Background: an optimization exercise with open tools, aiming at small area, a short achievable clock period and few clock cycles. Do not read the settings as production practice. RTL that was checked went through simulation tests only; none was proved equivalent to the original. The flow treats the clock pin as an ideal source. Dropping or thinning the clock tree relies on that and would not hold on a real chip. Power and IR drop assume default switching activity.

==> wip/amber: inputs <==
==> flow/design.v <==
module fifo #(
	parameter DATA_WIDTH = 8,
	parameter FIFO_DEPTH = 8,
	parameter SWITCH     = 8
)
(
	input                       clk,
	input                       rst_n,
	input      [DATA_WIDTH-1:0] m0_data,
	input                       m0_valid,
	output                      m0_ready,
	input      [DATA_WIDTH-1:0] m1_data,
	input                       m1_valid,
	output                      m1_ready,
	output reg [DATA_WIDTH-1:0] odata,
	output reg                  ovalid,
	input                       oready
);
	localparam NQ = FIFO_DEPTH - 1;            
	localparam CW = $clog2(SWITCH);
	reg  [CW-1:0]         cnt;                 
	reg                   sel;                 
	reg                   m0_nrdy, m1_nrdy;    
	reg  [NQ:1]           qv;                  
	reg  [DATA_WIDTH-1:0] qd [1:NQ];
	assign m0_ready = ~m0_nrdy;
	assign m1_ready = ~m1_nrdy;
	wire full = m0_nrdy & m1_nrdy;             
	wire [DATA_WIDTH-1:0] in_d = sel ? m1_data : m0_data;
	wire acc  = (m0_valid & m0_ready) | (m1_valid & m1_ready);
	wire pop  = ovalid & oready;
	wire q_empty = ~|qv;
	wire h_load  = ~ovalid | oready;           
	wire [NQ:0] hole;
	assign hole[0] = ~ovalid;
	genvar j;
	generate
		for (j = 1; j <= NQ; j = j + 1) begin : g_hole
			assign hole[j] = hole[j-1] | ~qv[j];
		end
	endgenerate
	wire [NQ:0] allv = {qv, ovalid};
	reg one_hole;
	integer k;
	always @(*) begin
		one_hole = 1'b0;
		for (k = 0; k <= NQ; k = k + 1)
			one_hole = one_hole | (~allv[k] & (&(allv | ({{NQ{1'b0}}, 1'b1} << k))));
	end
	wire to_head = acc & q_empty & h_load;
	wire to_tail = acc & ~to_head;
	wire turn_end = acc & (cnt == SWITCH - 1);
	wire n_sel  = sel ^ turn_end;
	wire n_full = ~pop & (full | (one_hole & acc));
	always @(posedge clk) begin
		if (h_load) odata <= q_empty ? in_d : qd[1];
		if (hole[NQ]) qd[NQ] <= in_d;
	end
	generate
		for (j = 1; j < NQ; j = j + 1) begin : g_stage
			always @(posedge clk)
				if (hole[j]) qd[j] <= qd[j+1];
		end
	endgenerate
	reg [NQ:1] n_qv;
	always @(*) begin
		for (k = 1; k < NQ; k = k + 1)
			n_qv[k] = hole[k] ? qv[k+1] : qv[k];
		n_qv[NQ] = hole[NQ] ? to_tail : qv[NQ];
		if (~hole[1] & h_load) n_qv[1] = 1'b0;
	end
	always @(posedge clk or negedge rst_n) begin
		if (~rst_n) begin
			cnt      <= 0;
			sel      <= 1'b0;
			m0_nrdy  <= 1'b0;
			m1_nrdy  <= 1'b1;
			ovalid   <= 1'b0;
			qv       <= 0;
		end else begin
			if (acc) cnt <= (cnt == SWITCH - 1) ? 0 : cnt + 1'b1;
			sel      <= n_sel;
			m0_nrdy  <= n_full |  n_sel;
			m1_nrdy  <= n_full | ~n_sel;
			if (h_load) ovalid <= q_empty ? to_head : qv[1];
			qv       <= n_qv;
		end
	end
endmodule
module wr_interconnect #
(
    parameter DATA_WIDTH = 8,
    parameter ADDR_WIDTH = 16
)
(
	input         			clk,
	input         			rst_n,
	input  [ADDR_WIDTH-1:0] m0_awaddr,
	input         			m0_awvalid,
	output        			m0_awready,
	input  [DATA_WIDTH-1:0] m0_wdata,
	input         			m0_wvalid,
	output        			m0_wready,
	input  [ADDR_WIDTH-1:0] m1_awaddr,
	input         			m1_awvalid,
	output        			m1_awready,
	input  [DATA_WIDTH-1:0] m1_wdata,
	input         			m1_wvalid,
	output        			m1_wready,
	output [ADDR_WIDTH-1:0] mem_awaddr,
	output        			mem_awvalid,
	input         			mem_awready,
	output [DATA_WIDTH-1:0] mem_wdata,
	output        			mem_wvalid,
	input         			mem_wready
);
fifo #(.DATA_WIDTH(ADDR_WIDTH)) AWFIFO (.clk(clk), .rst_n(rst_n),
	.m0_data(m0_awaddr), .m0_valid(m0_awvalid), .m0_ready(m0_awready),
	.m1_data(m1_awaddr), .m1_valid(m1_awvalid), .m1_ready(m1_awready),
	.odata(mem_awaddr), .ovalid(mem_awvalid), .oready(mem_awready));
fifo #(.DATA_WIDTH(DATA_WIDTH)) WFIFO (.clk(clk), .rst_n(rst_n),
	.m0_data(m0_wdata), .m0_valid(m0_wvalid), .m0_ready(m0_wready),
	.m1_data(m1_wdata), .m1_valid(m1_wvalid), .m1_ready(m1_wready),
	.odata(mem_wdata), .ovalid(mem_wvalid), .oready(mem_wready));
endmodule
==> flow/run.sh <==
#!/bin/bash
# synth_recipe.tcl (not shown) runs the flow's synth.tcl, then flattens the netlist and writes it again
# the make line also repeats each setting of config.mk as NAME=value (left out here)
make -C /OpenROAD-flow-scripts/flow DESIGN_CONFIG=/design/flow/config.mk WORK_HOME=/design/flow/orfs CLKGATE_MAP_FILE= SYNTH_SCRIPT=/design/flow/synth_recipe.tcl finish
==> flow/config.mk <==
export PLATFORM = sky130hd
export DESIGN_NAME = wr_interconnect
export DESIGN_NICKNAME = wr_interconnect
export VERILOG_FILES = /design/flow/design.v
export SDC_FILE = /design/flow/constraint.sdc
export NUM_CORES = 4
export LEC_CHECK = 0
export CAP_MARGIN = 20
export CORE_MARGIN = 2
export CORE_UTILIZATION = 40
export CTS_BUF_LIST = sky130_fd_sc_hd__clkbuf_4 sky130_fd_sc_hd__clkbuf_8 sky130_fd_sc_hd__clkbuf_16
export CTS_CLUSTER_DIAMETER = 100
export CTS_CLUSTER_SIZE = 30
export SETUP_SLACK_MARGIN = 3.0
export SLEW_MARGIN = 20
==> flow/constraint.sdc <==
create_clock -name core_clock -period 5.0 [get_ports {clk}]
set_input_delay 1.0000 -clock core_clock [delete_from_list [all_inputs] [get_ports {clk}]]
set_output_delay 1.0000 -clock core_clock [all_outputs]
set_load 0.01 [all_outputs]
==> wip/nickel: changes against wip/amber <==
==> flow/design.v, changed modules only <==
module fifo #(
	parameter DATA_WIDTH = 8,
	parameter FIFO_DEPTH = 8,
	parameter SWITCH     = 8
)
(
	input                       clk,
	input                       rst_n,
	input      [DATA_WIDTH-1:0] m0_data,
	input                       m0_valid,
	output                      m0_ready,
	input      [DATA_WIDTH-1:0] m1_data,
	input                       m1_valid,
	output reg                  m1_ready,
	output reg [DATA_WIDTH-1:0] odata,
	output reg                  ovalid,
	input                       oready
);
	localparam NR = FIFO_DEPTH - 1;            
	localparam CW = $clog2(SWITCH);
	localparam RW = $clog2(NR + 1);
	reg  [CW-1:0]         cnt;                 
	reg                   sel;                 
	reg                   m0_nrdy;             
	reg  [RW-1:0]         len;                 
	reg  [RW-1:0]         tail;                
	reg  [RW-1:0]         front;               
	reg                   take;                
	reg  [DATA_WIDTH-1:0] ring [0:NR-1];
	assign m0_ready = ~m0_nrdy;
	wire [DATA_WIDTH-1:0] in_d = sel ? m1_data : m0_data;
	wire acc    = (m0_valid & ~m0_nrdy) | (m1_valid & m1_ready);
	wire h_load = ~ovalid | oready;            
	wire r_empty = (len == 0);
	reg  at_exit;                              
	wire ins = acc & ~(r_empty & h_load);      
	wire ext = h_load & at_exit;               
	wire [RW-1:0] tail_inc = (tail == NR - 1) ? 0 : tail + 1'b1;
	wire [RW-1:0] n_len  = ins ? len + 1'b1 : ext ? len - 1'b1 : len;
	wire [RW-1:0] n_tail = ins ? 0 : tail_inc;
	wire [RW-1:0] front_inc = (front == NR - 1) ? 0 : front + 1'b1;
	wire [RW-1:0] n_front = ext ? front : (ins & r_empty) ? 0 : front_inc;
	wire n_take = ins ? (len != NR - 1)
	            : ext ? ((len == 1) | (tail == NR - 1))
	            :       (r_empty | ((len != NR) & (tail == NR - 1)));
	wire n_at_exit = ext ? (len != 1) : (~r_empty & (front == NR - 2));
	wire sel_acc  = sel ^ (cnt == SWITCH - 1);    
	wire n_sel    = acc ? sel_acc : sel;
	wire [DATA_WIDTH-1:0] x_d = take ? in_d : ring[NR-1];
	integer i;
	always @(posedge clk) begin
		ring[0] <= x_d;
		for (i = 1; i < NR; i = i + 1)
			ring[i] <= ring[i-1];
		if (h_load) odata <= x_d;
	end
	always @(posedge clk or negedge rst_n) begin
		if (~rst_n) begin
			cnt      <= 0;
			sel      <= 1'b0;
			m0_nrdy  <= 1'b0;
			m1_ready <= 1'b0;
			ovalid   <= 1'b0;
			len      <= 0;
			tail     <= 0;
			front    <= 0;
			take     <= 1'b1;
			at_exit  <= 1'b0;
		end else begin
			if (acc) cnt <= (cnt == SWITCH - 1) ? 0 : cnt + 1'b1;
			sel      <= n_sel;
			m0_nrdy  <= ~n_take | n_sel;
			m1_ready <= n_take & n_sel;
			if (h_load) ovalid <= r_empty ? acc : at_exit;
			len      <= n_len;
			tail     <= n_tail;
			front    <= n_front;
			take     <= n_take;
			at_exit  <= n_at_exit;
		end
	end
endmodule
==> flow/flow/run.sh (new file) <==
#!/bin/bash
set -euo pipefail
here=$(pwd)
bash standard.sh MATCH_CELL_FOOTPRINT=0 "BUFFER_PORTS_ARGS=-buffer_cell sky130_fd_sc_hd__buf_1" "CTS_ARGS=-sink_clustering_enable -repair_clock_nets -dont_use_dummy_load -sink_clustering_size 30 -sink_clustering_max_diameter 100 -buf_list sky130_fd_sc_hd__clkbuf_16" "POST_CTS_TCL=$here/flow/post_cts.tcl" finish > flow_standard.log 2>&1
==> flow/flow/post_cts.tcl (new file) <==
# Drop the H-tree's middle level: the root buffer then drives the leaf
# buffers directly, two buffers from the clock port to every register.
set mid {}
foreach inst [[ord::get_db_block] getInsts] {
  if {[regexp {^clkbuf_[1-9][0-9]*_[0-9]+__f_} [$inst getName]]} { lappend mid [$inst getName] }
}
puts "post_cts: removing [llength $mid] middle clock buffers: $mid"
if {[llength $mid]} {
  remove_buffers {*}$mid
  detailed_placement
  estimate_parasitics -placement
  report_clock_latency
}
==> flow/standard.sh (new file) <==
#!/bin/bash
# synth_recipe.tcl (not shown) runs the flow's synth.tcl, then flattens the netlist and writes it again
# the make line also repeats each setting of config.mk as NAME=value (left out here)
make -C /OpenROAD-flow-scripts/flow DESIGN_CONFIG=/design/flow/config.mk WORK_HOME=/design/flow/orfs CLKGATE_MAP_FILE= SYNTH_SCRIPT=/design/flow/synth_recipe.tcl "${@:-finish}"
removed: flow/run.sh
==> run summary <==
status -> finished clean
detailed placement HPWL -> 6.708 mm
leak pwr -> 2.988 nW
post-synthesis async set-or-reset flop share -> 0.1579
largest net degree at the start of global routing -> 37
register area -> 4987 um^2
slowest stage cell, crit path -> dfrtp_1
GP Congestion -> 0.7677
site row count -> 46
FF+latch count -> 228
Top reg by flops -> AWFIFO.ring
clk_skew -> 0.02748 ns
Seq group -> 0.00321 W
Logic pwr share -> 0.191
(the above is from wip/nickel)
==> run summary <==
site row count -> 51
Logic pwr share -> 0.200
clk_skew -> 0.01573 ns
GP Congestion -> 0.7464
wire length on met3 -> 513 um
vias in the first global route -> 3,609
slowest stage cell, crit path -> dfstp_2
register area -> 6471 um^2
leak pwr -> 3.512 nW
Top reg by flops -> AWFIFO.qd
status -> finished clean
Seq group -> 0.00339 W
largest net degree at the start of global routing -> 32
FF+latch count -> 220
(the above is from wip/amber)
Testbench counts of wip/nickel, summed over its fixed seeds: cycles 1,032.
No functional check of the RTL was part of wip/amber.

[static timing again, ports no longer ideal]
Ports are ideal in the flow. The routed layouts listed here were re-timed in OpenROAD.
Step 1 (the two cells are an assumption about what drives the block):
set clk [get_ports {clk}]
set_driving_cell -lib_cell sky130_fd_sc_hd__clkbuf_16 $clk
set_driving_cell -lib_cell sky130_fd_sc_hd__buf_2 [delete_from_list [all_inputs] $clk]
Step 2, shift: input delay + t, output delay - t, t = (earliest + latest rising clock arrival at the registers) / 2. This alone moves slack from input paths to output paths.
a / b / c = ideal ports / drivers / drivers and shift; a / b = the first two.
| run | t (ns) | setup WS [ns] | worst slew at a driven data input, ns |
|---|---|---|---|
| wip/amber | 0.496 | 2.837 / 2.799 / 2.658 | 0.04 |
| wip/nickel | 0.413 | 3.034 / 2.994 / 2.718 | 0.05 |
After both steps setup and hold are still met in every run listed. For wip/nickel, which loses most, drivers alone change the setup slack by -0.040 ns; drivers and shift together by -0.316 ns.
